Background: an optimization exercise with open tools, aiming at small area, a short achievable clock period and few clock cycles per item. Do not read the settings as production practice. Only simulation tests tie the RTL to the original design; equivalence was not proved. No activity file was given, so power comes from the tool's default toggle rates.

==> flow/run.sh <==
#!/bin/bash
# synth_recipe.tcl (not shown) runs the flow's synth.tcl, then flattens the netlist and writes it again
# the make line also repeats each setting of config.mk as NAME=value (left out here)
make -C /OpenROAD-flow-scripts/flow DESIGN_CONFIG=/design/flow/config.mk WORK_HOME=/design/flow/orfs CLKGATE_MAP_FILE= SYNTH_SCRIPT=/design/flow/synth_recipe.tcl finish
==> flow/config.mk <==
export PLATFORM = sky130hd
export DESIGN_NAME = M_accelerator_wrapper
export DESIGN_NICKNAME = M_accelerator_wrapper
export VERILOG_FILES = /design/flow/design.v
export SDC_FILE = /design/flow/constraint.sdc
export NUM_CORES = 4
export LEC_CHECK = 0
export CAP_MARGIN = 20
export CORE_MARGIN = 2
export CORE_UTILIZATION = 45
export SETUP_SLACK_MARGIN = 5
export SLEW_MARGIN = 20
==> flow/constraint.sdc <==
create_clock -name core_clock -period 10.0 [get_ports {clk_i}]
set_input_delay 2.0000 -clock core_clock [delete_from_list [all_inputs] [get_ports {clk_i}]]
set_output_delay 2.0000 -clock core_clock [all_outputs]
set_load 0.01 [all_outputs]
==> flow/design.v <==
module m_booth_enc (
    input  wire [8:0] chunk,
    output wire [3:0] one,
    output wire [3:0] two,
    output wire [3:0] neg
);
    genvar gt;
    generate
        for (gt = 0; gt < 4; gt = gt + 1) begin : g_dig
            wire b0 = chunk[2*gt];
            wire b1 = chunk[2*gt+1];
            wire b2 = chunk[2*gt+2];
            assign one[gt] = b1 ^ b0;
            assign two[gt] = (b2 & ~b1 & ~b0) | (~b2 & b1 & b0);
            assign neg[gt] = b2;
        end
    endgenerate
endmodule
module m_mul_step (
    input  wire [32:0] mc,         
    input  wire [3:0]  one,
    input  wire [3:0]  two,
    input  wire [3:0]  neg,
    input  wire [63:0] p_q,
    output wire [63:0] p_mul
);
    wire [33:0] mc1 = {mc[32], mc};
    wire [33:0] mc2 = {mc, 1'b0};
    wire [33:0] bpp [0:3];
    genvar gt;
    generate
        for (gt = 0; gt < 4; gt = gt + 1) begin : g_pp
            assign bpp[gt] = (({34{one[gt]}} & mc1) | ({34{two[gt]}} & mc2)) ^ {34{neg[gt]}};
        end
    endgenerate
    wire [63:0] r0 = {30'd0, ~bpp[0][33], bpp[0][32:0]};
    wire [63:0] r1 = {28'd0, ~bpp[1][33], bpp[1][32:0], 2'b00};
    wire [63:0] r2 = {26'd0, ~bpp[2][33], bpp[2][32:0], 4'b0000};
    wire [63:0] r3 = {24'd0, ~bpp[3][33], bpp[3][32:0], 6'b000000};
    wire [63:0] rp = {p_q[55:0], 1'b0, neg[3], 1'b0, neg[2], 1'b0, neg[1], 1'b0, neg[0]};
    wire [63:0] rk = 64'hFFFFFF5600000000;
    wire [63:0] s1 = r0 ^ r1 ^ r2;
    wire [63:0] c1 = {((r0[62:0] & r1[62:0]) | (r0[62:0] & r2[62:0]) | (r1[62:0] & r2[62:0])), 1'b0};
    wire [63:0] s2 = r3 ^ rp ^ rk;
    wire [63:0] c2 = {((r3[62:0] & rp[62:0]) | (r3[62:0] & rk[62:0]) | (rp[62:0] & rk[62:0])), 1'b0};
    wire [63:0] s3 = s1 ^ c1 ^ s2;
    wire [63:0] c3 = {((s1[62:0] & c1[62:0]) | (s1[62:0] & s2[62:0]) | (c1[62:0] & s2[62:0])), 1'b0};
    wire [63:0] s4 = s3 ^ c3 ^ c2;
    wire [63:0] c4 = {((s3[62:0] & c3[62:0]) | (s3[62:0] & c2[62:0]) | (c3[62:0] & c2[62:0])), 1'b0};
    assign p_mul = s4 + c4;
endmodule
module m_div_align (
    input  wire [31:0] abs_a,
    input  wire [33:0] b_q,        
    output wire [34:0] d_align,
    output wire [3:0]  cnt         
);
    function [5:0] bitlen;
        input [31:0] x;
        integer i;
        begin
            bitlen = 6'd0;
            for (i = 0; i < 32; i = i + 1)
                if (x[i]) bitlen = i + 1;
        end
    endfunction
    wire [6:0] ldiff = {1'b0, bitlen(abs_a)} - {1'b0, bitlen(b_q[31:0] ^ {32{b_q[32]}})};
    wire [4:0] dsh1  = (ldiff[4:0] | 5'd1 | {5{ldiff[5]}}) & {5{~ldiff[6]}} | {4'd0, ldiff[6]};
    assign d_align = {{3{b_q[32]}}, b_q[31:0]} << dsh1;
    assign cnt     = dsh1[4:1];
endmodule
module m_div_step (
    input  wire [31:0] r,
    input  wire [34:0] d,
    output wire [31:0] r_next,
    output wire        q1,
    output wire        q2
);
    wire        dneg = d[34];
    wire [35:0] d1   = {d[34], d} ^ {36{~dneg}};
    wire [35:0] d2   = {d[34], d[34], d[34:1]} ^ {36{~dneg}};
    wire [35:0] t1   = {4'b0000, r} + d1 + {35'd0, ~dneg};
    assign      q1   = ~t1[35];
    wire [31:0] r1   = q1 ? t1[31:0] : r;
    wire [35:0] t2   = {4'b0000, r1} + d2 + {35'd0, ~dneg};
    assign      q2   = ~t2[35];
    assign r_next    = q2 ? t2[31:0] : r1;
endmodule
module m_issue (
    input  wire [6:0]  opcode_i,
    input  wire [2:0]  funct3_i,
    input  wire [6:0]  funct7_i,
    input  wire [31:0] op_A_i,
    input  wire [31:0] op_B_i,
    output wire        is_m,       
    output wire        is_mul,
    output wire        a_neg,      
    output wire        b_neg,
    output wire        b_zero,
    output wire        early,      
    output wire        swap,       
    output wire [4:0]  top_a,      
    output wire [4:0]  top_b
);
    function [31:0] sfx_or;
        input [31:0] x;
        integer i, k;
        reg [31:0] t;
        begin
            t = x;
            for (k = 1; k < 32; k = k * 2)
                for (i = 0; i + k < 32; i = i + 1)
                    t[i] = t[i] | t[i + k];
            sfx_or = t;
        end
    endfunction
    assign is_m   = (opcode_i == 7'b0110011) && (funct7_i == 7'b0000001);
    assign is_mul = ~funct3_i[2];
    wire   s_a    = is_mul ? (funct3_i[1:0] != 2'b11) : ~funct3_i[0];
    wire   s_b    = is_mul ? ~funct3_i[1]             : ~funct3_i[0];
    assign a_neg  = s_a & op_A_i[31];
    assign b_neg  = s_b & op_B_i[31];
    wire [31:0] va = op_A_i ^ {32{a_neg}};
    wire [31:0] vb = op_B_i ^ {32{b_neg}};
    wire [31:0] ta = sfx_or(va);
    wire [31:0] tb = sfx_or(vb);
    assign b_zero = ~tb[0] & ~b_neg;
    wire [4:0] th_a = {ta[31], ta[23], ta[15], ta[7], 1'b1};
    wire [4:0] th_b = {tb[31], tb[23], tb[15], tb[7], 1'b1};
    assign top_a = th_a & ~{1'b0, th_a[4:1]};
    assign top_b = th_b & ~{1'b0, th_b[4:1]};
    assign swap  = |(th_b & ~th_a);
    wire [31:0] ta_ub = a_neg ? {ta[30:0], 1'b1} : ta;
    assign early = b_zero | (|(tb & ~ta_ub));
endmodule
module M_accelerator_wrapper (
    input  wire        clk_i,
    input  wire        rst_i,
    input  wire [6:0]  opcode_i,
    input  wire [2:0]  funct3_i,
    input  wire [6:0]  funct7_i,
    input  wire [31:0] op_A_i,
    input  wire [31:0] op_B_i,
    output wire [31:0] result_o,
    output wire        stall_o,
    output wire        division_by_zero_o
);
    localparam ST_MUL  = 2'd0;
    localparam ST_PREP = 2'd1;
    localparam ST_STEP = 2'd2;
    localparam ST_FIX  = 2'd3;
    localparam OS_LO = 2'd0;
    localparam OS_HI = 2'd1;
    localparam OS_R  = 2'd2;
    reg        busy_q;
    reg [1:0]  st_q;
    reg [4:0]  oh_q;     
    reg [3:0]  bo_q;     
    reg [3:0]  bt_q;
    reg [3:0]  bn_q;
    reg [3:0]  cnt_q;    
    reg        frem_q;
    reg        fneg_q;
    reg        dbz_q;
    reg [1:0]  osel_q;
    reg [32:0] a_q;      
    reg [34:0] b_q;      
    reg [63:0] p_q;      
    wire       is_m, is_mul, a_neg, b_neg, b_zero, early, swap;
    wire [4:0] top_a, top_b;
    m_issue ISSUE (
        .opcode_i (opcode_i),
        .funct3_i (funct3_i),
        .funct7_i (funct7_i),
        .op_A_i   (op_A_i),
        .op_B_i   (op_B_i),
        .is_m     (is_m),
        .is_mul   (is_mul),
        .a_neg    (a_neg),
        .b_neg    (b_neg),
        .b_zero   (b_zero),
        .early    (early),
        .swap     (swap),
        .top_a    (top_a),
        .top_b    (top_b)
    );
    wire [40:0] ax = {{8{a_neg}}, op_A_i, 1'b0};
    wire [40:0] bx = {{8{b_neg}}, op_B_i, 1'b0};
    wire [40:0] mx = {{8{b_q[32]}}, b_q[31:0], 1'b0};
    wire [8:0]  chunk_issue = swap ?
        (({9{top_a[4]}} & ax[40:32]) | ({9{top_a[3]}} & ax[32:24]) | ({9{top_a[2]}} & ax[24:16]) |
         ({9{top_a[1]}} & ax[16:8])  | ({9{top_a[0]}} & ax[8:0])) :
        (({9{top_b[4]}} & bx[40:32]) | ({9{top_b[3]}} & bx[32:24]) | ({9{top_b[2]}} & bx[24:16]) |
         ({9{top_b[1]}} & bx[16:8])  | ({9{top_b[0]}} & bx[8:0]));
    wire [8:0]  chunk_next = ({9{oh_q[4]}} & mx[32:24]) | ({9{oh_q[3]}} & mx[24:16]) |
                             ({9{oh_q[2]}} & mx[16:8])  | ({9{oh_q[1]}} & mx[8:0]);
    wire [8:0]  chunk = busy_q ? chunk_next : chunk_issue;
    wire [3:0]  one, two, neg;
    m_booth_enc BOOTH (
        .chunk (chunk),
        .one   (one),
        .two   (two),
        .neg   (neg)
    );
    wire [63:0] p_mul;
    m_mul_step MUL (
        .mc    (a_q),
        .one   (bo_q),
        .two   (bt_q),
        .neg   (bn_q),
        .p_q   (p_q),
        .p_mul (p_mul)
    );
    wire        fixing  = busy_q & (st_q == ST_FIX);
    wire [31:0] neg_src = fixing ? (frem_q ? a_q[31:0] : p_q[31:0]) : op_A_i;
    wire [31:0] neg_val = -neg_src;
    wire [31:0] abs_a   = a_neg ? neg_val : op_A_i;
    wire [34:0] d_align;
    wire [3:0]  cnt_init;
    m_div_align ALIGN (
        .abs_a   (a_q[31:0]),
        .b_q     (b_q[33:0]),
        .d_align (d_align),
        .cnt     (cnt_init)
    );
    wire [31:0] r2d;
    wire        q1, q2;
    m_div_step STEP (
        .r      (a_q[31:0]),
        .d      (b_q),
        .r_next (r2d),
        .q1     (q1),
        .q2     (q2)
    );
    always @(posedge clk_i or posedge rst_i) begin
        if (rst_i) begin
            busy_q <= 1'b0;
        end else if (!busy_q) begin
            busy_q <= is_m & (is_mul | ~early);
        end else begin
            case (st_q)
                ST_MUL:  if (oh_q[0]) busy_q <= 1'b0;
                ST_PREP: ;
                ST_STEP: if (cnt_q == 4'd0 && !fneg_q) busy_q <= 1'b0;
                default: busy_q <= 1'b0;
            endcase
        end
    end
    always @(posedge clk_i) begin
        if (!busy_q) begin
            st_q    <= is_mul ? ST_MUL : ST_PREP;
            frem_q  <= funct3_i[1];
            fneg_q  <= funct3_i[1] ? a_neg : (a_neg ^ b_neg);
            dbz_q   <= ~is_mul & b_zero;
            oh_q    <= swap ? top_a : top_b;
            bo_q    <= one;
            bt_q    <= two;
            bn_q    <= neg;
            if (is_mul) begin
                osel_q <= (funct3_i[1:0] == 2'b00) ? OS_LO : OS_HI;
                a_q    <= swap ? {b_neg, op_B_i} : {a_neg, op_A_i};
                b_q    <= swap ? {2'b00, a_neg, op_A_i} : {2'b00, b_neg, op_B_i};
                p_q    <= 64'd0;
            end else begin
                osel_q <= funct3_i[1] ? (early ? OS_HI : OS_R) : OS_LO;
                a_q    <= {1'b0, abs_a};
                b_q    <= {2'b00, b_neg, op_B_i};
                p_q    <= {op_A_i, {32{b_zero}}};
            end
        end else begin
            case (st_q)
                ST_MUL: begin
                    oh_q    <= {1'b0, oh_q[4:1]};
                    bo_q    <= one;
                    bt_q    <= two;
                    bn_q    <= neg;
                    p_q     <= p_mul;
                end
                ST_PREP: begin
                    st_q    <= ST_STEP;
                    b_q     <= d_align;
                    cnt_q   <= cnt_init;
                end
                ST_STEP: begin
                    a_q       <= {1'b0, r2d};
                    b_q       <= {b_q[34], b_q[34], b_q[34:2]};
                    p_q[31:0] <= {p_q[29:0], q1, q2};
                    cnt_q     <= cnt_q - 4'd1;
                    if (cnt_q == 4'd0) st_q <= ST_FIX;
                end
                default: begin
                    if (frem_q) a_q[31:0] <= neg_val;
                    else        p_q[31:0] <= neg_val;
                end
            endcase
        end
    end
    assign stall_o            = busy_q;
    assign division_by_zero_o = dbz_q;
    assign result_o           = (osel_q == OS_LO) ? p_q[31:0] :
                                (osel_q == OS_HI) ? p_q[63:32] : a_q[31:0];
endmodule
==> results.cfg, run 1 <==
[worst_setup_path]
crit_start = b_q[34]$_SDFFCE_PN0P_
arrival_ns = 6.36
rr_startpoint = b_q[34]$_SDFFCE_PN0P_
crit_end = a_q[28]$_DFFE_PP_
crit_type = reg2reg
crit_slowest_cell = edfxtp_1
cpPeakStageDelay_ns = 0.46
crit_path_start_kind = flop
required_ns = 10.23
reg2reg_depth = 26
r2r_setup_slack_ns = 3.87
r2r_end = a_q[28]$_DFFE_PP_
crit_fanout = 7
endpoint_kind = flop

[placed_design]
io_buffers = 116
place_hpwl_um = 92600
place_area_sq_um = 31080
gp_congestion = 1.021

[synth]
synth_cell_types = 106
syn_avg_cell_area_sq_um = 7.858
synth_edf_count = 160
yosys_warnings = 4
synthCells = 3665
async_flop_share_pct = 0.6211
ys_seq_area_share_pct = 16.77
syn_area_sq_um = 28800
synth_ff_type = edfxtp_1
syn-num-nets = 4051
ys_ff_latch = 161

[detailed_routing]
antenna_left = 0
finalWirelength_um = 140900
first_iter_violations = 4842
via_per_inst = 6.730
wl_met1_um = 52700
wl_met2_um = 58870
drtPass1Iterations = 8
num_vias = 32343
drc = 0
wl_met3_um = 18080
dr.max_layer_used = met5
wl_per_cell_um = 29.32

[floorplanning]
core_sq_um = 63200
io_pins = 117
die_y_um = 257.0
rows = 92
die_area_sq_um = 66040
die_width_um = 257.0
initial_core_util_pct = 45.57

[grt]
grt_first_pass_wirelength_um = 200200
grt_usage_pct = 40.44
antenna_found_initial = 6
grt_max_degree = 74
grt_overflow = 0
grt_pass1_vias = 29799

[cts]
h-tree-depth = 4
cts_sinks = 161
ctsHoldBuffers = 0
clk_path_buf_depth = 2
root_buffer = clkbuf_16
cts.reportedPaths.clkPinSlew_ns = 0.08
tritoncts = done
numCtsBuffers = 17
clkLatencyLatePin_ns = 0.48

[sta]
rsz0062_at_grt = true
skew_ns = 0.01858
final-setup-viol-count = 0
hold_viol_final = 0
slew_headroom_pct = 14.23
slew_viol_final = 0
fmax_mhz = 163.1
worst_pin_slew_ns = 1.286
fin_crit_sh_pct = 61.31
min_period_ns = 6.131
tns_ns = 0

[layout]
final_area_sq_um = 38770
syn_to_final_growth_pct = 34.62
layout-drive-gt1-share_pct = 27.27
fillers = 5432
nNetsFinal = 4330

[power_and_ir_drop]
powerDensity_nw_per_um2 = 388.0
peakVddDrop_uv = 470.7
leakage_nw = 15.91

[worst_hold_path]
hold_path_class = reg2reg

[job]
cap_viol_max_count = 0

[outcome]
status = complete, no violations
[metrics by stage]
step,setup slack [ns],power [W],cells,util (%),hold slack [ns]
global placement,2.525,0.009088,4429,49.18,0.6113
detailed placement,2.563,0.009055,4429,49.18,0.6121
CTS,3.790,0.01297,4690,57.41,0.6227
finish,3.869,0.01504,4806,61.35,0.6147
global route,3.618,0.01577,4803,61.34,0.6676
floorplan,4.329,0.006851,3665,-,0.5307
[timing repair]
item | in CTS | in global routing
pin swaps | 189 | 201
setup buffers | 210 | 106
gates cloned | 19 | 7
endpoints found under the setup margin | 155 | 141
gates resized for setup | 590 | 350
[synthesized netlist by cell type, types with 10 or more instances]
cell	instances	share of area [%]
a211o_1	13	0.40
a211oi_1	22	0.57
a21o_1	90	2.3
a21oi_1	233	4.0
a221o_1	11	0.38
a221oi_1	44	1.3
a22o_1	23	0.70
a22oi_1	149	3.9
a311oi_1	13	0.40
a31o_2	10	0.30
a31oi_1	39	0.85
and2_1	22	0.48
and3_1	25	0.54
buf_1	30	0.39
buf_2	34	0.59
clkbuf_1	219	2.9
edfxtp_1	160	17
fa_1	96	6.7
ha_1	207	9.0
inv_1	264	3.4
mux2_2	22	0.86
mux2i_1	189	6.6
nand2_1	346	4.5
nand2b_1	35	0.76
nand3_1	86	1.5
nand4_1	31	0.67
nor2_1	216	2.8
nor2b_1	16	0.35
nor3_1	46	0.80
nor4_1	26	0.56
o211ai_1	26	0.68
o21a_1	26	0.68
o21ai_0	256	4.4
o21ai_1	19	0.33
o21bai_1	19	0.50
o221ai_1	26	0.79
o22ai_1	22	0.48
o31ai_1	24	0.63
or2_2	10	0.22
or3_1	29	0.63
xnor2_1	243	7.4
xor2_1	82	2.5
[cells in the final DEF, fill, tap and decap left out, types with 20 or more instances in the layout]
cell type | netlist | final
a22oi_2 | 0 | 50
nand2_1 | 346 | 323
o21ai_1 | 19 | 67
a21o_1 | 90 | 87
fa_1 | 96 | 89
and2_1 | 22 | 20
clkbuf_16 | 0 | 20
a21oi_1 | 233 | 183
mux2i_4 | 0 | 28
nand4_1 | 31 | 31
clkdlybuf4s50_1 | 0 | 86
a22oi_1 | 149 | 99
nor3_1 | 46 | 39
a21oi_2 | 2 | 41
mux2i_1 | 189 | 147
ha_4 | 0 | 38
edfxtp_1 | 160 | 160
buf_6 | 4 | 94
ha_1 | 207 | 156
xnor2_2 | 1 | 37
nor2_1 | 216 | 196
o211ai_1 | 26 | 26
nand3_1 | 86 | 73
xor2_1 | 82 | 74
buf_12 | 0 | 23
inv_1 | 264 | 253
a22o_1 | 23 | 23
nand2b_1 | 35 | 30
and3_1 | 25 | 23
o21a_1 | 26 | 23
o21ai_0 | 256 | 169
a221oi_1 | 44 | 29
or3_1 | 29 | 25
buf_4 | 9 | 290
o21ai_2 | 3 | 32
a31oi_1 | 39 | 23
xnor2_1 | 243 | 189
[report_power, final]
part           internal [W]  switching, W
clock network      0.000376      0.000344
logic               0.00614       0.00732
registers          0.000790     0.0000710
[layer usage]
metal,up-vias,global-route usage (%)
met2,2429,59.67
li1,13947,-
met4,10,24.81
met5,-,2.266
met3,615,11.50
met1,15342,51.90
[cells by family after synthesis]
| family | after synthesis | synth area share, % |
|---|---|---|
| adder cells (fa/ha/maj) | 303 | 15.67 |
| AND/OR/NAND/NOR | 932 | 15.20 |
| AO/OA/AOI/OAI | 1164 | 27.15 |
| flip-flops | 161 | 16.77 |
| buffers and inverters | 566 | 7.746 |
| multiplexers | 213 | 7.529 |
| XOR/XNOR | 326 | 9.940 |
[sequential cells by signal, indices dropped and copies added (netlist names)]
signal	count
bo_q	4
bt_q	4
p_q	64
frem_q	1
bn_q	4
dbz_q	1
st_q	2
osel_q	2
cnt_q	4
oh_q	5
fneg_q	1
a_q	33
b_q	35
busy_q	1
[worst min-delay path by stage]
stage                            start                     to  slack (ns)  depth (start not counted)
floorplan             busy_q$_DFF_PP0_  st_q[1]$_SDFFCE_PN0P_        0.53                          0
global placement    cnt_q[0]$_DFFE_PP_     cnt_q[0]$_DFFE_PP_        0.61                          1
detailed placement  cnt_q[0]$_DFFE_PP_     cnt_q[0]$_DFFE_PP_        0.61                          1
CTS                 cnt_q[0]$_DFFE_PP_     cnt_q[0]$_DFFE_PP_        0.62                          1
global route        cnt_q[0]$_DFFE_PP_     cnt_q[0]$_DFFE_PP_        0.67                          1
finish              cnt_q[0]$_DFFE_PP_     cnt_q[0]$_DFFE_PP_        0.61                          1
[worst max-delay path, delay by kind of cell (launching register included)]
family                     cells  cell delay [ns]
adders and majority gates      2             0.74
DFF                            1             0.46
AOI/OAI and AO/OA             12             2.80
and+or+nand+nor                5             0.73
buffers and inverters          5             0.79
xor gates and xnor gates       2             0.33
[layout make-up]
class                   count  area, sq um  share of cell area (%)
flip-flops and latches    161         4833                   12.47
inverters                 270         1060                   2.734
multi-input cells        2946        25780                   66.49
clock buffers              17        425.4                   1.097
repair buffers            548         5435                   14.02
well taps                 846         1059                   2.730
clock inverters            15        171.4                  0.4421
diodes                      3        7.507                 0.01936
Testbench counts, summed over its fixed seeds: cycles 11,867, ops 3,200.
==> run 2, diff against run 1 <==
--- a/flow/config.mk
+++ b/flow/config.mk
@@ -5,8 +5,10 @@
 export SDC_FILE = /design/flow/constraint.sdc
 export NUM_CORES = 4
 export LEC_CHECK = 0
+export ABC_AREA = 1
 export CAP_MARGIN = 20
 export CORE_MARGIN = 2
 export CORE_UTILIZATION = 45
 export SETUP_SLACK_MARGIN = 5
 export SLEW_MARGIN = 20
+export TNS_END_PERCENT = 0
==> results.cfg, run 2 <==
[floorplanning]
core_sq_um = 61480
die_area_sq_um = 64060
die_width_um = 253.1
io_pins = 117
initial_core_util_pct = 45.42
rows = 91
die_y_um = 253.1

[sta]
worst_pin_slew_ns = 1.099
final-setup-viol-count = 0
hold_viol_final = 0
slew_viol_final = 0
fmax_mhz = 162.1
whs_ns = 0.6992
slew_headroom_pct = 26.28
min_period_ns = 6.167
tns_ns = 0
fin_crit_sh_pct = 61.67
rsz0062_at_grt = true
skew_ns = 0.02311

[grt]
grt_pass1_vias = 29099
antenna_found_initial = 3
grt_usage_pct = 40.96
grt_first_pass_wirelength_um = 192600
grt_overflow = 0
grt_max_degree = 66

[detailed_routing]
finalWirelength_um = 135900
wl_per_cell_um = 26.91
via_per_inst = 6.380
drtPass1Iterations = 8
drc = 0
antenna_left = 0
first_iter_violations = 4858
num_vias = 32218

[cts]
ctsHoldBuffers = 0
h-tree-depth = 4
root_buffer = clkbuf_16
tritoncts = done
numCtsBuffers = 17
clk_path_buf_depth = 2
cts_sinks = 161
clkLatencyLatePin_ns = 0.51
cts.reportedPaths.clkPinSlew_ns = 0.08

[synth]
synth_cell_types = 67
synth.most_common_cell = nand2_1
synthTopCellsByArea = edfxtp_1, ha_1, nand2_1
async_flop_share_pct = 0.6211
synthCells = 4103
ys_ff_latch = 161
yosysTopAreaCell = edfxtp_1
synth_top_area_share_pct = 17.21
synth_edf_count = 160
syn_area_sq_um = 27930
synthTopCellsByCount = nand2_1, inv_1, a21oi_1, o21ai_0, nand3_1
syn-num-nets = 4489
yosys_warnings = 4
synth_ff_type = edfxtp_1
ys_seq_area_share_pct = 17.29
syn_avg_cell_area_sq_um = 6.806

[layout]
fin_util_pct = 53.33
final_common_cell = nand2_1
syn_to_final_growth_pct = 17.41
nNetsFinal = 4632
top_register = p_q
biggestRegsByFlops = p_q (64), b_q (35), a_q (33)
final_cell_mix = nand2_1, inv_1, a21oi_1
instances_no_fill = 5050
layout-drive-gt1-share_pct = 11.81
largest_reg_flops = 64

[worst_setup_path]
crit_path_start_kind = primary input
arrival_ns = 6.50
required_ns = 10.33
reg2reg_depth = 30
crit_type = in2reg
crit_fanout = 58
endpoint_kind = flop

[power_and_ir_drop]
internal_power_w = 0.004421
seq_power_share_pct = 8.6
power_frac_comb_pct = 84.5
peakVddDrop_uv = 336.2
leakage_nw = 14.61
swShare_pct = 56.99
switchingPower_w = 0.005859
powerDensity_nw_per_um2 = 313.6
pwr-share-clk_pct = 6.9
total_power_w = 0.01028

[placed_design]
place_hpwl_um = 100800
gp_congestion = 1.044
io_buffers = 116
dp.cells = 4856

[worst_hold_path]
hold_path_class = reg2reg
holdPathStages = 3

[outcome]
status = complete, no violations

[job]
cap_viol_max_count = 0
==> run 2: changes by cell type in the layout (fill, tap and decap cells not counted), moves of 147 or more <==
cell     previous run  this run
a21oi_1           183       344
inv_1             253       536
mux2i_1           147         0
nand2_1           323       647
nand3_1            73       275
o22ai_1            16       175
xor2_1             74       222
==> run 2: final cells by class <==
| class | instances | area (sq um) |
|---|---|---|
| Fill cell | 6171 | 28700 |
| Clock inverter | 15 | 170.2 |
| Sequential cell | 161 | 4833 |
| Clock buffer | 17 | 425.4 |
| Inverter | 605 | 2370 |
| Tap cell | 790 | 988.4 |
| Antenna cell | 1 | 2.502 |
| Timing Repair Buffer | 324 | 3153 |
| Timing Repair inverter | 1 | 8.758 |
| Multi-Input combinational cell | 3136 | 20840 |
==> run 2: what timing repair did <==
item                                    CTS  global route
endpoints found under the setup margin  157           169
buffers inserted                         82            61
cloned                                   11             7
pin swaps                                28            55
resized for setup                       152           118
endpoints found under the hold margin     0             0
==> run 2: cells by family after synthesis <==
group,synth area share (%)
simple gates,20.56
buf+inv,11.33
flops,17.29
fa+ha+maj,16.16
xor+xnor,10.44
compound gates,24.22
==> run 2: worst paths after layout <==
check | start | to | slack, ns
worst max-delay path | op_A_i[31] | bt_q[3]$_DFFE_PP_ | 3.83
worst min-delay path | cnt_q[0]$_DFFE_PP_ | cnt_q[0]$_DFFE_PP_ | 0.70
worst max register to register | a_q[7]$_DFFE_PP_ | p_q[31]$_DFFE_PP_ | 3.85
worst min register to register | cnt_q[0]$_DFFE_PP_ | cnt_q[0]$_DFFE_PP_ | 0.70
max in group asynchronous | rst_i | busy_q$_DFF_PP0_ | 8.28
min in group asynchronous | rst_i | busy_q$_DFF_PP0_ | 1.62
==> run 2: critical path: stages <==
cell and delay (ns):
clkdlybuf4s50_1 0.55, inv_1 0.36, nor2_4 0.07, inv_2 0.13, buf_6 0.42, nor2_1 0.13
or2_2 0.31, nor2_1 0.14, nand4_1 0.13, nor2_2 0.23, inv_1 0.15, nor2_4 0.19
nand2_1 0.12, nand3_2 0.17, buf_12 0.28, inv_8 0.14, o211ai_1 0.17, nand3_1 0.16
o21ai_1 0.29, nor2_1 0.11, a211oi_2 0.20
==> run 2: power by group through the flow <==
stage	Clock, W	Combinational, W	Sequential, W
finish	0.000714	0.00868	0.000884
global route	0.000729	0.00950	0.000882
CTS	0.000703	0.00791	0.000876
detailed placement	0	0.00727	0.000894
global placement	0	0.00727	0.000895
floorplan	0	0.00539	0.000839
==> run 2: per-stage QoR <==
stage               setup slack [ns]  cell area (sq um)
global placement               2.371              29610
global route                   3.583              32780
detailed placement             2.333              29610
floorplan                      4.483              28000
CTS                            3.845              31630
finish                         3.833              32790
==> run 2: routing by layer <==
layer / share of wire [%] / track usage, %
met1: 39 / 54.82
met2: 41 / 59.94
met3: 13 / 9.437
met4: 7.3 / 24.33
met5: 0 / 0
==> run 3, diff against run 2 <==
--- a/flow/config.mk
+++ b/flow/config.mk
@@ -8,7 +8,8 @@
 export ABC_AREA = 1
 export CAP_MARGIN = 20
 export CORE_MARGIN = 2
-export CORE_UTILIZATION = 45
+export CORE_UTILIZATION = 50
+export PLACE_DENSITY = 0.7
 export SETUP_SLACK_MARGIN = 5
 export SLEW_MARGIN = 20
 export TNS_END_PERCENT = 0
==> results.cfg, run 3 <==
[synth]
synthCells = 4103
ys_seq_area_share_pct = 17.29
synth_ff_type = edfxtp_1
yosys_warnings = 4
synth_edf_count = 160
synthSimpleGateAreaFrac_pct = 20.56
syn-num-nets = 4489
synth_top_family_by_area = compound AO/OA/AOI/OAI gates
syn_area_sq_um = 27930
synth_compound_area_share_pct = 24.22
synthTopCellsByArea = edfxtp_1, ha_1, nand2_1
synth_mux_area_share_pct = 0
synthTopCellsByCount = nand2_1, inv_1, a21oi_1, o21ai_0, nand3_1
synth-adder-area-share_pct = 16.16
synth_top_area_share_pct = 17.21
syn_avg_cell_area_sq_um = 6.806
synth.most_common_cell = nand2_1
synth_xor_area_share_pct = 10.44
yosysTopAreaCell = edfxtp_1
synth_cell_types = 67
ys_ff_latch = 161
async_flop_share_pct = 0.6211

[worst_setup_path]
crit_fanout = 16
crit_path_start_kind = flop
crit_slowest_cell = clkinvlp_2
cpPeakStageDelay_ns = 0.65
endpoint_kind = flop
crit_type = reg2reg
arrival_ns = 6.74
crit_top_cell = nand2_1
required_ns = 10.23

[worst_hold_path]
hold_path_class = reg2reg

[detailed_routing]
wl_per_cell_um = 25.90
num_vias = 32378
first_iter_violations = 5660
drtPass1Iterations = 9
finalWirelength_um = 128600
drc = 0
via_per_inst = 6.523
antenna_left = 0

[sta]
fin_crit_sh_pct = 65.08
tns_ns = 0
skew_ns = 0.01783
min_period_ns = 6.508
slew_headroom_pct = 25.83
rsz0062_at_grt = true
slew_viol_final = 0
fmax_mhz = 153.7
postLayoutSetupSlackWorst_ns = 3.492
final-setup-viol-count = 0
worst_pin_slew_ns = 1.111
hold_viol_final = 0

[cts]
numCtsBuffers = 17
tritoncts = done
cts_sinks = 161
clkLatencyLatePin_ns = 0.50
h-tree-depth = 4
ctsHoldBuffers = 0
clk_path_buf_depth = 2
cts.reportedPaths.clkPinSlew_ns = 0.07
root_buffer = clkbuf_16

[grt]
grt_pass1_vias = 29450
antenna_found_initial = 2
grt_max_degree = 65
grt_usage_pct = 43.77
grt_first_pass_wirelength_um = 187100
grt_overflow = 0

[power_and_ir_drop]
peakVddDrop_uv = 465.6
leakage_nw = 14.37
powerDensity_nw_per_um2 = 313.8

[floorplanning]
initial_core_util_pct = 50.59
die_y_um = 240.3
core_sq_um = 55200
io_pins = 117
rows = 86
die_width_um = 240.3
die_area_sq_um = 57760

[layout]
nNetsFinal = 4587
final_cell_mix = nand2_1, inv_1, a21oi_1
top_register = p_q
biggestRegsByFlops = p_q (64), b_q (35), a_q (33)
final_common_cell = nand2_1
layout-drive-gt1-share_pct = 9.682
syn_to_final_growth_pct = 15.05
largest_reg_flops = 64
fillers = 5359

[job]
cap_viol_max_count = 0

[outcome]
status = complete, no violations

[placed_design]
io_buffers = 116
dp_slack_ns = 2.306
place_hpwl_um = 95590
gp_congestion = 1.105
==> run 3: worst paths after layout <==
path                                          from                 end  slack, ns  cells after the start
worst max-delay path             bt_q[0]$_DFFE_PP_   p_q[60]$_DFFE_PP_       3.49                     28
worst min-delay path            cnt_q[0]$_DFFE_PP_  cnt_q[0]$_DFFE_PP_       0.68                      3
worst max register to register   bt_q[0]$_DFFE_PP_   p_q[60]$_DFFE_PP_       3.49                     28
worst min register to register  cnt_q[0]$_DFFE_PP_  cnt_q[0]$_DFFE_PP_       0.68                      3
max in group asynchronous                    rst_i    busy_q$_DFF_PP0_       8.26                      2
min in group asynchronous                    rst_i    busy_q$_DFF_PP0_       1.64                      2
==> run 3: cells by family (layout without fill, tap and decap cells) <==
| family | Yosys count | count (layout) |
|---|---|---|
| flops | 161 | 161 |
| buf+inv | 811 | 919 |
| simple gates | 1335 | 1338 |
| compound gates | 1160 | 1160 |
| xor+xnor | 333 | 333 |
| other cells | 0 | 2 |
| fa+ha+maj | 303 | 303 |
==> run 3: final cells by class <==
type                    instances  area (sq um)  area share, %
clock inverters                13         152.6         0.4751
well taps                     748         935.9          2.913
multi-input cells            3134         20570          64.04
repair inverters                3         18.77        0.05842
inverters                     605          2359          7.341
repair buffers                279          2816          8.767
clock buffers                  19         432.9          1.348
diodes                          2         5.005        0.01558
flip-flops and latches        161          4833          15.04
==> run 3: per-stage QoR <==
step	util [%]	instances	total power, W	hold slack [ns]	instance area (sq um)
finish	58.20	4964	0.01008	0.6805	32130
global route	58.19	4962	0.01091	0.7140	32120
CTS	57.36	4935	0.009353	0.6743	31660
detailed placement	53.50	4810	0.008150	0.6633	29530
global placement	53.50	4810	0.008090	0.6504	29530
floorplan	-	4103	0.006228	0.5669	28000
==> run 3: metal layers <==
metal | vias to the layer above | global-route usage [%] | share of wire (%)
li1 | 14226 | - | -
met1 | 14873 | 57.05 | 37
met2 | 2687 | 62.59 | 40
met3 | 588 | 13.17 | 14
met4 | 4 | 28.23 | 8.3
met5 | - | 0 | 0.019
==> run 3: what timing repair did <==
item	in CTS	in global routing
endpoints found under the hold margin	0	0
pin swaps	35	32
gates cloned	14	1
setup endpoints to repair	157	157
resized for setup	142	40
buffers inserted	79	26
==> run 3: worst max-delay path: cells and delay by family, from the launching register on <==
family                     cells  cell delay [ns]
buffers and inverters          6             1.16
AOI/OAI and AO/OA              9             1.77
and+or+nand+nor                8             0.88
xor gates and xnor gates       1             0.21
DFF                            1             0.51
adders and majority gates      4             1.72
==> run 3: report_power, final <==
| part | internal, W | leakage (nW) | switching [W] |
|---|---|---|---|
| registers | 0.000794 | 1.81 | 0.0000897 |
| clock network | 0.000372 | 0.276 | 0.000335 |
| logic | 0.00313 | 12.3 | 0.00536 |
| total | 0.00430 | 14.4 | 0.00578 |
==> run 4, diff against run 3 <==
--- a/flow/config.mk
+++ b/flow/config.mk
@@ -8,8 +8,7 @@
 export ABC_AREA = 1
 export CAP_MARGIN = 20
 export CORE_MARGIN = 2
-export CORE_UTILIZATION = 50
-export PLACE_DENSITY = 0.7
-export SETUP_SLACK_MARGIN = 5
+export CORE_UTILIZATION = 45
+export SETUP_SLACK_MARGIN = 4
 export SLEW_MARGIN = 20
 export TNS_END_PERCENT = 0
==> results.cfg, run 4 <==
[sta]
fin_crit_sh_pct = 61.52
final-setup-viol-count = 0
skew_ns = 0.02137
hold_viol_final = 0
slew_viol_final = 0
worst_pin_slew_ns = 1.123
min_period_ns = 6.152
fmax_mhz = 162.5
tns_ns = 0
slew_headroom_pct = 25.05
rsz0062_at_grt = true

[layout]
top_register = p_q
layout-drive-gt1-share_pct = 11.39
final_common_cell = nand2_1
multi_input_area_sq_um = 20870
syn_to_final_growth_pct = 17.04
final_cell_mix = nand2_1, inv_1, a21oi_1
fin_util_pct = 53.16
nNetsFinal = 4614
instances_no_fill = 5030
diodes = 0
fillers = 6235
biggestRegsByFlops = p_q (64), b_q (35), a_q (33)
largest_reg_flops = 64
seqCellArea_sq_um = 4833

[cts]
clk_path_buf_depth = 2
clkLatencyLatePin_ns = 0.50
ctsHoldBuffers = 0
root_buffer = clkbuf_16
cts.reportedPaths.clkPinSlew_ns = 0.07
tritoncts = done
cts_sinks = 161
numCtsBuffers = 17
h-tree-depth = 4

[worst_setup_path]
arrival_ns = 6.47
crit_fanout = 5
crit_type = in2reg
crit_path_start_kind = primary input
endpoint_kind = flop
crit_slowest_cell = clkdlybuf4s50_1
cpPeakStageDelay_ns = 0.56
required_ns = 10.32
path_buf_inv = 5
critPathTopFamily = simple AND/OR/NAND/NOR gates
cp_cell_sequence = clkdlybuf4s50_1, inv_1, o21ai_1, inv_1, nand2_1, nor2_1, inv_1, nor2_2, inv_2, or4_1, nor4_2, nand2_1, nor4_2, nand2_1, nor3_2, nand3b_1, xor2_1, a21boi_0, o2111ai_1

[synth]
ys_seq_area_share_pct = 17.29
yosysTopAreaCell = edfxtp_1
synth_top_area_share_pct = 17.21
yosys_warnings = 4
syn_area_sq_um = 27930
synth_edf_count = 160
syn_avg_cell_area_sq_um = 6.806
ys_ff_latch = 161
syn-num-nets = 4489
synth_cell_types = 67
synth.most_common_cell = nand2_1
synthCells = 4103
synthTopCellsByArea = edfxtp_1, ha_1, nand2_1
synthTopCellsByCount = nand2_1, inv_1, a21oi_1, o21ai_0, nand3_1
synth_ff_type = edfxtp_1
async_flop_share_pct = 0.6211

[grt]
grt_usage_pct = 40.34
grt_overflow = 0
grt_max_degree = 66
grt_first_pass_wirelength_um = 190000
antenna_found_initial = 0
grt_pass1_vias = 28855

[worst_hold_path]
hold_path_class = reg2reg

[power_and_ir_drop]
peakVddDrop_uv = 313.8
leakage_nw = 14.62
powerDensity_nw_per_um2 = 331.7

[floorplanning]
io_pins = 117
die_width_um = 253.1
core_sq_um = 61480
rows = 91
die_y_um = 253.1
initial_core_util_pct = 45.42
die_area_sq_um = 64060

[detailed_routing]
finalWirelength_um = 133800
via_per_inst = 6.374
antenna_left = 0
first_iter_violations = 5065
drc = 0
wl_per_cell_um = 26.60
drtPass1Iterations = 7
num_vias = 32059

[placed_design]
place_hpwl_um = 101500
io_buffers = 116
dp.cells = 4856
gp_congestion = 1.088

[outcome]
status = complete, no violations

[job]
cap_viol_max_count = 0
-- run 4: cell counts after synthesis --
No cell type changed its count.
-- run 4: cell families (layout without fill, tap and decap cells) --
logic type,Yosys count,after routing,synth area share [%]
simple gates,1335,1340,20.56
compound gates,1160,1160,24.22
fa+ha+maj,303,303,16.16
flops,161,161,17.29
buf+inv,811,943,11.33
xor+xnor,333,333,10.44
-- run 4: where the power goes --
part / switching (W) / internal, W / leakage (nW) / total, W
clock network: 0.000350 / 0.000422 / 0.305 / 0.000771
logic: 0.00574 / 0.00345 / 12.5 / 0.00919
registers: 0.0000884 / 0.000794 / 1.81 / 0.000882
total: 0.00617 / 0.00467 / 14.6 / 0.0108
-- run 4: per-layer routing --
| layer | vias up | GRT usage, % | routed length (um) | share of wire [%] |
|---|---|---|---|---|
| met5 | - | 0 | 54 | 0.040 |
| met4 | 2 | 22.33 | 9312 | 7.0 |
| met3 | 485 | 8.892 | 17130 | 13 |
| met2 | 2380 | 60.39 | 56040 | 42 |
| met1 | 14909 | 53.78 | 51270 | 38 |
| li1 | 14283 | - | - | - |
-- run 4: timing repair --
item / in CTS / in global routing
endpoints found under the setup margin: 153 / 125
pin swaps: 33 / 65
gates cloned: 10 / 5
buffers inserted: 76 / 52
gates resized for setup: 133 / 148
-- run 4: final timing paths --
path / endpoint / startpoint / cells after the start / slack (ns)
hold / removal: b_q[31]$_DFFE_PP_ / b_q[33]$_SDFFCE_PN0P_ / 2 / 0.70
min in group asynchronous: busy_q$_DFF_PP0_ / rst_i / 2 / 1.62
hold reg to reg: b_q[31]$_DFFE_PP_ / b_q[33]$_SDFFCE_PN0P_ / 2 / 0.70
setup / recovery: a_q[28]$_DFFE_PP_ / op_A_i[2] / 19 / 3.85
max in group asynchronous: busy_q$_DFF_PP0_ / rst_i / 2 / 8.28
setup reg to reg: p_q[57]$_DFFE_PP_ / a_q[4]$_DFFE_PP_ / 39 / 3.86
-- run 4: cell type report --
type	count	area share, %
repair inverters	1	0.01531
clock inverters	14	0.6393
clock buffers	17	1.302
multi-input cells	3136	63.85
flip-flops and latches	161	14.79
repair buffers	306	9.245
inverters	605	7.135
well taps	790	3.024
-- run 4: through the flow --
stage                     area (sq um)  power (W)  hold slack, ns  setup WS (ns)
after floorplan                  27930   0.006188          0.5669          4.260
after global placement           29590   0.008330          0.6528          2.107
after detailed placement         29610   0.008368          0.6824          2.102
after CTS                        31570   0.009762          0.6964          3.741
after global routing             32690    0.01170          0.7446          3.630
final                            32690    0.01084          0.7006          3.848
-- run 4: worst register-to-register path: cells and delay by family, from the launching register on --
kind                       cells  cell delay [ns]
AOI/OAI and AO/OA             13             1.89
adders and majority gates      4             1.50
and+or+nand+nor               14             1.22
buffers and inverters          7             0.63
DFF                            1             0.44
xor gates and xnor gates       1             0.21
==> run 5, diff against run 4 <==
==> flow/flow/run.sh (new file) <==
#!/bin/bash
# The standard layout, with the port buffers made from buf_2 instead of the
# cell buffer_ports picks by default (a slow delay buffer on sky130hd).
set -euo pipefail
bash standard.sh "BUFFER_PORTS_ARGS=-buffer_cell sky130_fd_sc_hd__buf_2" finish > flow_standard.log 2>&1
==> flow/standard.sh (new file) <==
#!/bin/bash
# synth_recipe.tcl (not shown) runs the flow's synth.tcl, then flattens the netlist and writes it again
# the make line also repeats each setting of config.mk as NAME=value (left out here)
make -C /OpenROAD-flow-scripts/flow DESIGN_CONFIG=/design/flow/config.mk WORK_HOME=/design/flow/orfs CLKGATE_MAP_FILE= SYNTH_SCRIPT=/design/flow/synth_recipe.tcl "${@:-finish}"
--- a/flow/config.mk
+++ b/flow/config.mk
@@ -9,6 +9,6 @@
 export CAP_MARGIN = 20
 export CORE_MARGIN = 2
 export CORE_UTILIZATION = 45
-export SETUP_SLACK_MARGIN = 4
+export SETUP_SLACK_MARGIN = 5
 export SLEW_MARGIN = 20
 export TNS_END_PERCENT = 0
removed: flow/run.sh
==> results.cfg, run 5 <==
[power_and_ir_drop]
internal_power_w = 0.004512
power_frac_comb_pct = 85.0
swShare_pct = 58.06
seq_power_share_pct = 8.2
switchingPower_w = 0.006246
peakVddDrop_uv = 300.3
leakage_nw = 14.45
powerDensity_nw_per_um2 = 337.9
pwr-share-clk_pct = 6.8

[synth]
ys_seq_area_share_pct = 17.29
synth_mux_area_share_pct = 0
syn-num-nets = 4489
synth_cell_types = 67
synthSimpleGateAreaFrac_pct = 20.56
synth_top_area_share_pct = 17.21
synth_edf_count = 160
synth-adder-area-share_pct = 16.16
synth.most_common_cell = nand2_1
async_flop_share_pct = 0.6211
synthTopCellsByArea = edfxtp_1, ha_1, nand2_1
ys_ff_latch = 161
yosysTopAreaCell = edfxtp_1
synthTopCellsByCount = nand2_1, inv_1, a21oi_1, o21ai_0, nand3_1
yosys_warnings = 4
syn_avg_cell_area_sq_um = 6.806
synth_xor_area_share_pct = 10.44
synthCells = 4103
synth_ff_type = edfxtp_1
synth_top_family_by_area = compound AO/OA/AOI/OAI gates
synth_compound_area_share_pct = 24.22
syn_area_sq_um = 27930

[worst_setup_path]
crit_fanout = 18
arrival_ns = 6.49
crit_top_cell = nand2_1
endpoint_kind = flop
crit_slowest_cell = ha_2
crit_path_start_kind = flop
crit_type = reg2reg
cpPeakStageDelay_ns = 0.39
required_ns = 10.20

[floorplanning]
rows = 91
die_area_sq_um = 64060
core_sq_um = 61480
io_pins = 117
die_width_um = 253.1
die_y_um = 253.1
initial_core_util_pct = 45.42

[placed_design]
place_hpwl_um = 100900
io_buffers = 116
gp_congestion = 1.083

[detailed_routing]
via_per_inst = 6.343
antenna_left = 0
first_iter_violations = 4676
finalWirelength_um = 133300
num_vias = 31790
drc = 0
drtPass1Iterations = 8
wl_per_cell_um = 26.59

[layout]
final_cell_mix = nand2_1, inv_1, a21oi_1
syn_to_final_growth_pct = 14.02
layout-drive-gt1-share_pct = 13.25
biggestRegsByFlops = p_q (64), b_q (35), a_q (33)
nNetsFinal = 4593
final_common_cell = nand2_1
fillers = 6248
top_register = p_q
largest_reg_flops = 64

[outcome]
status = complete, no violations

[sta]
tns_ns = 0
fin_crit_sh_pct = 62.88
rsz0062_at_grt = true
hold_viol_final = 0
slew_viol_final = 0
min_period_ns = 6.288
slew_headroom_pct = 20.32
whs_ns = 0.6000
worst_pin_slew_ns = 1.194
skew_ns = 0.01868
fmax_mhz = 159.0
final-setup-viol-count = 0

[cts]
cts_sinks = 161
root_buffer = clkbuf_16
clkLatencyLatePin_ns = 0.47
clk_path_buf_depth = 2
numCtsBuffers = 17
cts.reportedPaths.clkPinSlew_ns = 0.08
h-tree-depth = 4
tritoncts = done

[worst_hold_path]
hold_path_class = reg2reg

[job]
cap_viol_max_count = 0

[grt]
antenna_found_initial = 2
grt_overflow = 0
grt_usage_pct = 39.99
grt_max_degree = 66
grt_pass1_vias = 28507
grt_first_pass_wirelength_um = 188700
## run 5: repair_timing
action                     CTS  global route
pin swaps                   29            61
setup endpoints to repair  156           156
buffers inserted            64            47
hold buffers                 0             0
resized for setup          111           117
cloned                       9             8
## run 5: layout make-up
type | instances | area [sq um] | share of cell area [%]
clock inverters | 15 | 181.4 | 0.5698
repair inverters | 3 | 18.77 | 0.05895
multi-input cells | 3135 | 20800 | 65.33
clock buffers | 17 | 425.4 | 1.336
diodes | 2 | 5.005 | 0.01572
well taps | 790 | 988.4 | 3.104
flip-flops and latches | 161 | 4833 | 15.18
inverters | 605 | 2360 | 7.411
repair buffers | 284 | 2226 | 6.991
## run 5: metrics by stage
stage          area (sq um)  std cells  power [W]  setup WS [ns]  utilization [%]
6_report              31840       5012    0.01076          3.712            51.78
5_1_grt               31830       5010    0.01159          3.488            51.78
4_1_cts               30730       4955   0.009691          3.704            49.99
3_5_place_dp          28990       4850   0.008482          2.575            47.16
3_3_place_gp          28990       4850   0.008449          2.483            47.16
2_1_floorplan         28000       4103   0.006228          4.483                -
## run 5: final timing paths
kind,slack [ns],end,from,depth (start not counted)
setup / recovery,3.71,a_q[28]$_DFFE_PP_,b_q[34]$_SDFFCE_PN0P_,37
hold / removal,0.60,b_q[10]$_DFFE_PP_,b_q[12]$_DFFE_PP_,2
setup reg to reg,3.71,a_q[28]$_DFFE_PP_,b_q[34]$_SDFFCE_PN0P_,37
hold reg to reg,0.60,b_q[10]$_DFFE_PP_,b_q[12]$_DFFE_PP_,2
max in group asynchronous,8.55,busy_q$_DFF_PP0_,rst_i,2
min in group asynchronous,1.34,busy_q$_DFF_PP0_,rst_i,2
## run 5: cell families (layout without fill, tap and decap cells)
family / count (synthesis) / after routing
other cells: 0 / 2
simple gates: 1335 / 1339
flops: 161 / 161
compound gates: 1160 / 1160
buf+inv: 811 / 924
xor+xnor: 333 / 333
fa+ha+maj: 303 / 303
## run 5: critical path, delay by kind of cell, from the launching register on
kind	cells	cell delay [ns]
simple gates	13	1.38
compound gates	14	2.29
xor+xnor	2	0.35
fa+ha+maj	2	0.78
buf+inv	6	0.85
flops	1	0.36
## run 5: per-layer routing
| layer | track usage, % | vias up | routed length, um |
|---|---|---|---|
| met5 | 0 | - | 9 |
| met4 | 25.05 | 2 | 10030 |
| met3 | 7.525 | 422 | 16430 |
| met2 | 58.12 | 2295 | 54430 |
| met1 | 54.45 | 14824 | 52360 |
| li1 | - | 14247 | - |
## run 5: power by group through the flow
stage / sequential [W] / clock, W / combinational [W]
3_3_place_gp: 0.000889 / 0 / 0.00756
3_5_place_dp: 0.000888 / 0 / 0.00759
5_1_grt: 0.000880 / 0.000736 / 0.00997
2_1_floorplan: 0.000839 / 0 / 0.00539
6_report: 0.000882 / 0.000728 / 0.00915
4_1_cts: 0.000875 / 0.000719 / 0.00810
==> run 6, diff against run 5 <==
==> flow/flow/run.sh (replaced) <==
#!/bin/bash
# The standard layout with two changes to how it is made: the port buffers
# are buf_2 instead of the slow delay buffer buffer_ports picks by default,
# and synthesis leaves adders to abc instead of mapping them to the
# library's full/half-adder cells (registers are untouched by either).
set -euo pipefail
bash standard.sh "BUFFER_PORTS_ARGS=-buffer_cell sky130_fd_sc_hd__buf_2" "ADDER_MAP_FILE=" finish > flow_standard.log 2>&1
==> results.cfg, run 6 <==
[grt]
grt_first_pass_wirelength_um = 245900
grt_pass1_vias = 36220
grt_max_degree = 67
grt_usage_pct = 46.91
grt_overflow = 0
antenna_found_initial = 4

[synth]
synth_ff_type = edfxtp_1
syn_area_sq_um = 31590
yosys_warnings = 4
syn-num-nets = 5665
synth.most_common_cell = nand2_1
syn_avg_cell_area_sq_um = 5.660
synth_edf_count = 160
ys_ff_latch = 161
synth_cell_types = 76
synth_top_area_share_pct = 19.24
async_flop_share_pct = 0.6211
synthCells = 5582
synthTopCellsByArea = nand2_1, edfxtp_1, xor2_1
synthTopCellsByCount = nand2_1, inv_1, nor2_1, o21ai_0, nand3_1
ys_seq_area_share_pct = 15.29
yosysTopAreaCell = nand2_1

[cts]
h-tree-depth = 4
tritoncts = done
cts_sinks = 161
ctsHoldBuffers = 0
cts.reportedPaths.clkPinSlew_ns = 0.07
clk_path_buf_depth = 2
clkLatencyLatePin_ns = 0.53
numCtsBuffers = 17
root_buffer = clkbuf_16

[layout]
layout-drive-gt1-share_pct = 15.10
final_cell_mix = nand2_1, inv_1, nor2_1
largest_reg_flops = 64
biggestRegsByFlops = p_q (64), b_q (35), a_q (33)
multi_input_area_sq_um = 24230
syn_to_final_growth_pct = 17.98
seqCellArea_sq_um = 4833
top_register = p_q
nNetsFinal = 5891
fillers = 7469
final_area_sq_um = 37270
final_common_cell = nand2_1

[worst_setup_path]
crit_type = in2reg
crit_fanout = 3
rr_startpoint = b_q[34]$_SDFFCE_PN0P_
crit_path_start_kind = primary input
crit_top_cell = buf_4
reg2reg_depth = 30
crit_slowest_cell = o21bai_1
r2r_setup_slack_ns = 4.52
arrival_ns = 5.82
required_ns = 10.27
endpoint_kind = flop
cpPeakStageDelay_ns = 0.17
r2r_end = a_q[28]$_DFFE_PP_
crit_start = op_A_i[1]

[sta]
hold_viol_final = 0
tns_ns = 0
final-setup-viol-count = 0
slew_headroom_pct = 22.46
slew_viol_final = 0
min_period_ns = 5.546
rsz0062_at_grt = true
fin_crit_sh_pct = 55.46
skew_ns = 0.02399
fmax_mhz = 180.3
worst_pin_slew_ns = 1.159

[job]
cap_viol_max_count = 0

[detailed_routing]
via_per_inst = 6.189
first_iter_violations = 6749
antenna_left = 0
drc = 0
finalWirelength_um = 176800
drtPass1Iterations = 7
num_vias = 41853
wl_per_cell_um = 26.15

[placed_design]
place_area_sq_um = 32640
io_buffers = 116
gp_congestion = 1.097
place_hpwl_um = 133000

[worst_hold_path]
holdPathStages = 1
hold_path_class = reg2reg
holdPathEnd = cnt_q[0]$_DFFE_PP_
hp-start = cnt_q[0]$_DFFE_PP_

[power_and_ir_drop]
peakVddDrop_uv = 256.9
leakage_nw = 17.94
powerDensity_nw_per_um2 = 295.2

[floorplanning]
die_width_um = 269.0
die_y_um = 269.0
rows = 97
initial_core_util_pct = 45.27
core_sq_um = 69790
die_area_sq_um = 72340
io_pins = 117

[outcome]
status = complete, no violations
## run 6: cell count changes after synthesis, sizes merged, moves of 103 or more
cell and change:
xor2 +103, nand3 +113, ha -207, inv +123, nor2 +256, nand2 +954
## run 6: layout make-up
cell class / instances / share of cell area, %
multi-input combinational: 4473 / 65.02
sequential: 161 / 12.97
timing repair buffer: 437 / 9.617
inverter: 717 / 7.674
tap: 940 / 3.155
clock buffer: 17 / 1.141
clock inverter: 15 / 0.3927
timing repair inverter: 1 / 0.02014
antenna: 2 / 0.01343
## run 6: worst max path at each step
stage | to | slack (ns)
final | a_q[1]$_DFFE_PP_ | 4.45
after global routing | a_q[17]$_DFFE_PP_ | 4.35
after CTS | a_q[31]$_DFFE_PP_ | 4.52
after detailed placement | b_q[2]$_DFFE_PP_ | 2.18
after global placement | b_q[2]$_DFFE_PP_ | 2.30
after floorplan | a_q[31]$_DFFE_PP_ | 4.67
## run 6: cells by family after synthesis
group / share of synthesized area [%]
DFF: 15.29
muxes: 0.03168
AOI/OAI and AO/OA: 22.37
buffers and inverters: 12.11
xor gates and xnor gates: 12.64
and+or+nand+nor: 37.55
## run 6: metal layers
metal | wire, um | track usage [%] | part of all wire, % | vias up
met5 | 76 | 0.4730 | 0.043 | -
met1 | 68600 | 62.66 | 39 | 19149
met4 | 12370 | 27.67 | 7.0 | 6
met3 | 26900 | 16.16 | 15 | 699
li1 | - | - | - | 18832
met2 | 68870 | 64.63 | 39 | 3167
## run 6: metrics by stage
step | util (%) | hold slack, ns | setup slack (ns) | cells | power [W]
2_1_floorplan | - | 0.5307 | 4.668 | 5582 | 0.006751
3_3_place_gp | 46.77 | 0.6151 | 2.303 | 6448 | 0.009301
3_5_place_dp | 46.77 | 0.6298 | 2.183 | 6448 | 0.009293
4_1_cts | 50.27 | 0.6425 | 4.520 | 6627 | 0.01018
5_1_grt | 53.40 | 0.6739 | 4.350 | 6761 | 0.01164
6_report | 53.41 | 0.6300 | 4.454 | 6763 | 0.01100
## run 6: what timing repair did
| item | CTS | global route |
|---|---|---|
| gates cloned | 11 | 7 |
| pin swaps | 36 | 56 |
| endpoints found under the setup margin | 151 | 151 |
| gates resized for setup | 155 | 243 |
| buffers inserted | 136 | 125 |
## run 6: critical path: cells and delay by family
kind | cells | cell delay (ns)
and+or+nand+nor | 4 | 0.32
AOI/OAI and AO/OA | 4 | 0.42
buffers and inverters | 26 | 3.07
## run 6: where the power goes
group / leakage (nW) / total, W / internal, W / switching, W
combinational: 15.8 / 0.00938 / 0.00269 / 0.00669
sequential: 1.82 / 0.000916 / 0.000796 / 0.000121
clock: 0.277 / 0.000705 / 0.000349 / 0.000356
==> run 7, diff against run 6 <==
--- a/flow/design.v
+++ b/flow/design.v
@@ -33,26 +33,34 @@
             assign bpp[gt] = (({34{one[gt]}} & mc1) | ({34{two[gt]}} & mc2)) ^ {34{neg[gt]}};
         end
     endgenerate
-    wire [63:0] r0 = {30'd0, ~bpp[0][33], bpp[0][32:0]};
-    wire [63:0] r1 = {28'd0, ~bpp[1][33], bpp[1][32:0], 2'b00};
-    wire [63:0] r2 = {26'd0, ~bpp[2][33], bpp[2][32:0], 4'b0000};
-    wire [63:0] r3 = {24'd0, ~bpp[3][33], bpp[3][32:0], 6'b000000};
-    wire [63:0] rp = {p_q[55:0], 1'b0, neg[3], 1'b0, neg[2], 1'b0, neg[1], 1'b0, neg[0]};
-    wire [63:0] rk = 64'hFFFFFF5600000000;
-    wire [63:0] s1 = r0 ^ r1 ^ r2;
-    wire [63:0] c1 = {((r0[62:0] & r1[62:0]) | (r0[62:0] & r2[62:0]) | (r1[62:0] & r2[62:0])), 1'b0};
-    wire [63:0] s2 = r3 ^ rp ^ rk;
-    wire [63:0] c2 = {((r3[62:0] & rp[62:0]) | (r3[62:0] & rk[62:0]) | (rp[62:0] & rk[62:0])), 1'b0};
-    wire [63:0] s3 = s1 ^ c1 ^ s2;
-    wire [63:0] c3 = {((s1[62:0] & c1[62:0]) | (s1[62:0] & s2[62:0]) | (c1[62:0] & s2[62:0])), 1'b0};
-    wire [63:0] s4 = s3 ^ c3 ^ c2;
-    wire [63:0] c4 = {((s3[62:0] & c3[62:0]) | (s3[62:0] & c2[62:0]) | (c3[62:0] & c2[62:0])), 1'b0};
-    assign p_mul = s4 + c4;
+    wire [39:0] r0 = {6'd0, ~bpp[0][33], bpp[0][32:0]};
+    wire [39:0] r1 = {4'd0, ~bpp[1][33], bpp[1][32:0], 2'b00};
+    wire [39:0] r2 = {2'd0, ~bpp[2][33], bpp[2][32:0], 4'b0000};
+    wire [39:0] r3 = {~bpp[3][33], bpp[3][32:0], 6'b000000};
+    wire [39:0] rp = {p_q[31:0], 1'b0, neg[3], 1'b0, neg[2], 1'b0, neg[1], 1'b0, neg[0]};
+    wire [39:0] rk = 40'h5600000000;
+    wire [39:0] s1 = r0 ^ r1 ^ r2;
+    wire [40:0] c1 = {((r0 & r1) | (r0 & r2) | (r1 & r2)), 1'b0};
+    wire [39:0] s2 = r3 ^ rp ^ rk;
+    wire [40:0] c2 = {((r3 & rp) | (r3 & rk) | (rp & rk)), 1'b0};
+    wire [39:0] s3 = s1 ^ c1[39:0] ^ s2;
+    wire [40:0] c3 = {((s1 & c1[39:0]) | (s1 & s2) | (c1[39:0] & s2)), 1'b0};
+    wire [39:0] s4 = s3 ^ c3[39:0] ^ c2[39:0];
+    wire [40:0] c4 = {((s3 & c3[39:0]) | (s3 & c2[39:0]) | (c3[39:0] & c2[39:0])), 1'b0};
+    wire [40:0] lo = {1'b0, s4} + {1'b0, c4[39:0]};
+    wire [1:0]  ne  = {1'b0, c2[40]} + {1'b0, c4[40]};
+    wire [23:0] pu  = p_q[55:32];
+    wire [23:0] um1 = pu - 24'd1;
+    wire [23:0] up1 = pu + 24'd1;
+    wire [23:0] up2 = pu + 24'd2;
+    wire [23:0] hi0 = (ne == 2'd0) ? um1 : (ne == 2'd1) ? pu  : up1;
+    wire [23:0] hi1 = (ne == 2'd0) ? pu  : (ne == 2'd1) ? up1 : up2;
+    assign p_mul = {lo[40] ? hi1 : hi0, lo[39:0]};
 endmodule
 module m_div_align (
     input  wire [31:0] abs_a,
     input  wire [33:0] b_q,        
-    output wire [34:0] d_align,
+    output wire [34:0] d_align,    
     output wire [3:0]  cnt         
 );
     function [5:0] bitlen;
@@ -66,23 +74,24 @@
     endfunction
     wire [6:0] ldiff = {1'b0, bitlen(abs_a)} - {1'b0, bitlen(b_q[31:0] ^ {32{b_q[32]}})};
     wire [4:0] dsh1  = (ldiff[4:0] | 5'd1 | {5{ldiff[5]}}) & {5{~ldiff[6]}} | {4'd0, ldiff[6]};
-    assign d_align = {{3{b_q[32]}}, b_q[31:0]} << dsh1;
+    wire [34:0] d_sh = {{3{b_q[32]}}, b_q[31:0]} << dsh1;
+    assign d_align = d_sh ^ {35{~b_q[32]}};
     assign cnt     = dsh1[4:1];
 endmodule
 module m_div_step (
     input  wire [31:0] r,
-    input  wire [34:0] d,
+    input  wire [34:0] dc,
+    input  wire        cin,        
     output wire [31:0] r_next,
     output wire        q1,
     output wire        q2
 );
-    wire        dneg = d[34];
-    wire [35:0] d1   = {d[34], d} ^ {36{~dneg}};
-    wire [35:0] d2   = {d[34], d[34], d[34:1]} ^ {36{~dneg}};
-    wire [35:0] t1   = {4'b0000, r} + d1 + {35'd0, ~dneg};
+    wire [35:0] d1   = {dc[34], dc};
+    wire [35:0] d2   = {dc[34], dc[34], dc[34:1]};
+    wire [35:0] t1   = {4'b0000, r} + d1 + {35'd0, cin};
     assign      q1   = ~t1[35];
     wire [31:0] r1   = q1 ? t1[31:0] : r;
-    wire [35:0] t2   = {4'b0000, r1} + d2 + {35'd0, ~dneg};
+    wire [35:0] t2   = {4'b0000, r1} + d2 + {35'd0, cin};
     assign      q2   = ~t2[35];
     assign r_next    = q2 ? t2[31:0] : r1;
 endmodule
@@ -162,6 +171,7 @@
     reg        frem_q;
     reg        fneg_q;
     reg        dbz_q;
+    reg        dpos_q;   
     reg [1:0]  osel_q;
     reg [32:0] a_q;      
     reg [34:0] b_q;      
@@ -227,7 +237,8 @@
     wire        q1, q2;
     m_div_step STEP (
         .r      (a_q[31:0]),
-        .d      (b_q),
+        .dc     (b_q),
+        .cin    (dpos_q),
         .r_next (r2d),
         .q1     (q1),
         .q2     (q2)
@@ -252,6 +263,7 @@
             frem_q  <= funct3_i[1];
             fneg_q  <= funct3_i[1] ? a_neg : (a_neg ^ b_neg);
             dbz_q   <= ~is_mul & b_zero;
+            dpos_q  <= ~b_neg;
             oh_q    <= swap ? top_a : top_b;
             bo_q    <= one;
             bt_q    <= two;
==> flow/run.sh (new file) <==
#!/bin/bash
# synth_recipe.tcl (not shown) runs the flow's synth.tcl, then flattens the netlist and writes it again
# the make line also repeats each setting of config.mk as NAME=value (left out here)
make -C /OpenROAD-flow-scripts/flow DESIGN_CONFIG=/design/flow/config.mk WORK_HOME=/design/flow/orfs CLKGATE_MAP_FILE= SYNTH_SCRIPT=/design/flow/synth_recipe.tcl finish
removed: flow/flow/run.sh
removed: flow/standard.sh
==> results.cfg, run 7 <==
[floorplanning]
die_width_um = 253.8
die_area_sq_um = 64420
die_y_um = 253.8
core_sq_um = 61710
rows = 91
initial_core_util_pct = 45.51
io_pins = 117

[layout]
final_common_cell = nand2_1
top_register = p_q
final_area_sq_um = 32980
nNetsFinal = 4736
fillers = 6308
largest_reg_flops = 64
final_cell_mix = nand2_1, inv_1, o21ai_0
seqCellArea_sq_um = 4863
biggestRegsByFlops = p_q (64), b_q (35), a_q (33)
syn_to_final_growth_pct = 17.42
layout-drive-gt1-share_pct = 12.04
multi_input_area_sq_um = 20790

[worst_setup_path]
crit_top_cell = o21ai_4
cpPeakStageDelay_ns = 0.56
rr_startpoint = b_q[4]$_DFFE_PP_
crit_fanout = 7
required_ns = 10.20
critPathTopFamily = compound AO/OA/AOI/OAI gates
arrival_ns = 7.04
crit_slowest_cell = edfxtp_1
path_buf_inv = 3
crit_type = reg2reg
endpoint_kind = flop
crit_path_start_kind = flop
crit_start = b_q[4]$_DFFE_PP_

[detailed_routing]
via_per_inst = 6.298
antenna_left = 0
wl_per_cell_um = 26.72
num_vias = 33006
first_iter_violations = 5230
drc = 0
finalWirelength_um = 140000
drtPass1Iterations = 7

[sta]
rsz0062_at_grt = true
min_period_ns = 6.843
fmax_mhz = 146.1
final-setup-viol-count = 0
skew_ns = 0.01486
fin_crit_sh_pct = 68.43
hold_viol_final = 0
worst_pin_slew_ns = 1.090
slew_viol_final = 0
tns_ns = 0
slew_headroom_pct = 26.91

[grt]
grt_max_degree = 66
antenna_found_initial = 3
grt_first_pass_wirelength_um = 199900
grt_usage_pct = 42.58
grt_overflow = 0
grt_pass1_vias = 29648

[cts]
numCtsBuffers = 17
cts.reportedPaths.clkPinSlew_ns = 0.07
root_buffer = clkbuf_16
cts_sinks = 162
h-tree-depth = 4
ctsHoldBuffers = 0
clk_path_buf_depth = 2
clkLatencyLatePin_ns = 0.48
tritoncts = done

[power_and_ir_drop]
switchingPower_w = 0.005828
peakVddDrop_uv = 262.0
internal_power_w = 0.004079
power_frac_comb_pct = 83.9
powerDensity_nw_per_um2 = 300.4
leakage_nw = 14.93
swShare_pct = 58.83
seq_power_share_pct = 8.9
pwr-share-clk_pct = 7.2

[worst_hold_path]
hp-start = p_q[55]$_DFFE_PP_
hold_path_class = reg2reg

[synth]
syn_area_sq_um = 28080
synthCells = 4213
yosys_warnings = 4
yosysTopAreaCell = edfxtp_1
ys_seq_area_share_pct = 17.30
synthTopCellsByArea = edfxtp_1, nand2_1, inv_1
async_flop_share_pct = 0.6173
syn_avg_cell_area_sq_um = 6.666
synth_edf_count = 161
synth_top_area_share_pct = 17.22
syn-num-nets = 4561
synth.most_common_cell = nand2_1
ys_ff_latch = 162
synth_ff_type = edfxtp_1
synthTopCellsByCount = nand2_1, inv_1, o21ai_0, a21oi_1, nand3_1
synth_cell_types = 72

[placed_design]
place_hpwl_um = 101200
io_buffers = 116
gp_congestion = 1.068
place_area_sq_um = 30100

[job]
cap_viol_max_count = 0

[outcome]
status = complete, no violations
==> run 7: cell count changes after synthesis, sizes merged, moves of 18 or more <==
cell / previous run / this run
nand2: 1637 / 850
nor2: 544 / 263
ha: 0 / 167
nand3: 399 / 285
inv: 711 / 598
fa: 0 / 98
xor2: 328 / 249
or2: 92 / 23
buf: 130 / 65
xnor2: 116 / 63
o21ai: 479 / 429
clkbuf: 107 / 146
a21boi: 29 / 7
a21oi: 314 / 296
==> run 7: area by class of cell <==
cell class	count	share of cell area, %
clock buffer	18	1.301
sequential	162	14.75
tap	837	3.176
timing repair buffer	357	9.690
clock inverter	14	0.4781
timing repair inverter	6	0.1480
antenna	3	0.02277
inverter	618	7.395
multi-input combinational	3226	63.04
==> run 7: power groups by stage <==
stage | clock network, W | logic (W) | registers (W)
final | 0.000715 | 0.00831 | 0.000882
after global routing | 0.000730 | 0.00921 | 0.000881
after CTS | 0.000705 | 0.00780 | 0.000881
after detailed placement | 0 | 0.00749 | 0.000923
after global placement | 0 | 0.00748 | 0.000923
after floorplan | 0 | 0.00558 | 0.000858
==> run 7: path summary, 6_finish.rpt <==
path                                     end  slack, ns  cells past startpoint
max                         a_q[1]$_DFFE_PP_       3.16                     38
min                        p_q[63]$_DFFE_PP_       0.61                      2
max reg2reg                 a_q[1]$_DFFE_PP_       3.16                     38
min reg2reg                p_q[63]$_DFFE_PP_       0.61                      2
max in group asynchronous   busy_q$_DFF_PP0_       8.22                      2
min in group asynchronous   busy_q$_DFF_PP0_       1.65                      2
==> run 7: worst register-to-register path: cells and delay by family (launching register included) <==
kind                     cells  cell delay [ns]
buffers and inverters        3             0.36
adder cells (fa/ha/maj)      3             0.84
AND/OR/NAND/NOR             14             1.88
flip-flops                   1             0.56
AO/OA/AOI/OAI               18             2.92
==> run 7: kinds of logic after synthesis <==
logic type	share of synthesized area [%]
AOI/OAI and AO/OA	23.34
xor gates and xnor gates	9.811
adders and majority gates	14.43
buffers and inverters	11.48
DFF	17.30
and+or+nand+nor	23.64
==> run 7: through the flow <==
stage               worst slack, ns  total power [W]  hold WS [ns]  util [%]  instances
floorplan                     4.116         0.006440        0.5491         -       4213
global route                  2.898          0.01082        0.6823     53.42       5238
finish                        3.157         0.009907        0.6120     53.44       5241
global placement              2.271         0.008405        0.5903     48.77       5025
detailed placement            2.110         0.008413        0.6028     48.77       5025
CTS                           3.365         0.009391        0.6262     52.14       5188
==> run 7: what timing repair did <==
action / CTS / global route
cloned: 12 / 1
pin swaps: 30 / 49
buffers inserted: 119 / 48
setup endpoints to repair: 171 / 183
resized for setup: 102 / 86
==> run 7: layer usage <==
layer / vias up / wire [um] / track usage (%)
met5: - / 23 / 0.5405
met4: 4 / 10240 / 26.07
met3: 541 / 19520 / 12.96
met2: 2542 / 54970 / 58.35
met1: 15327 / 55270 / 57.95
li1: 14592 / - / -
Testbench counts of run 7, summed over its fixed seeds: cycles 11,867, ops 3,200.
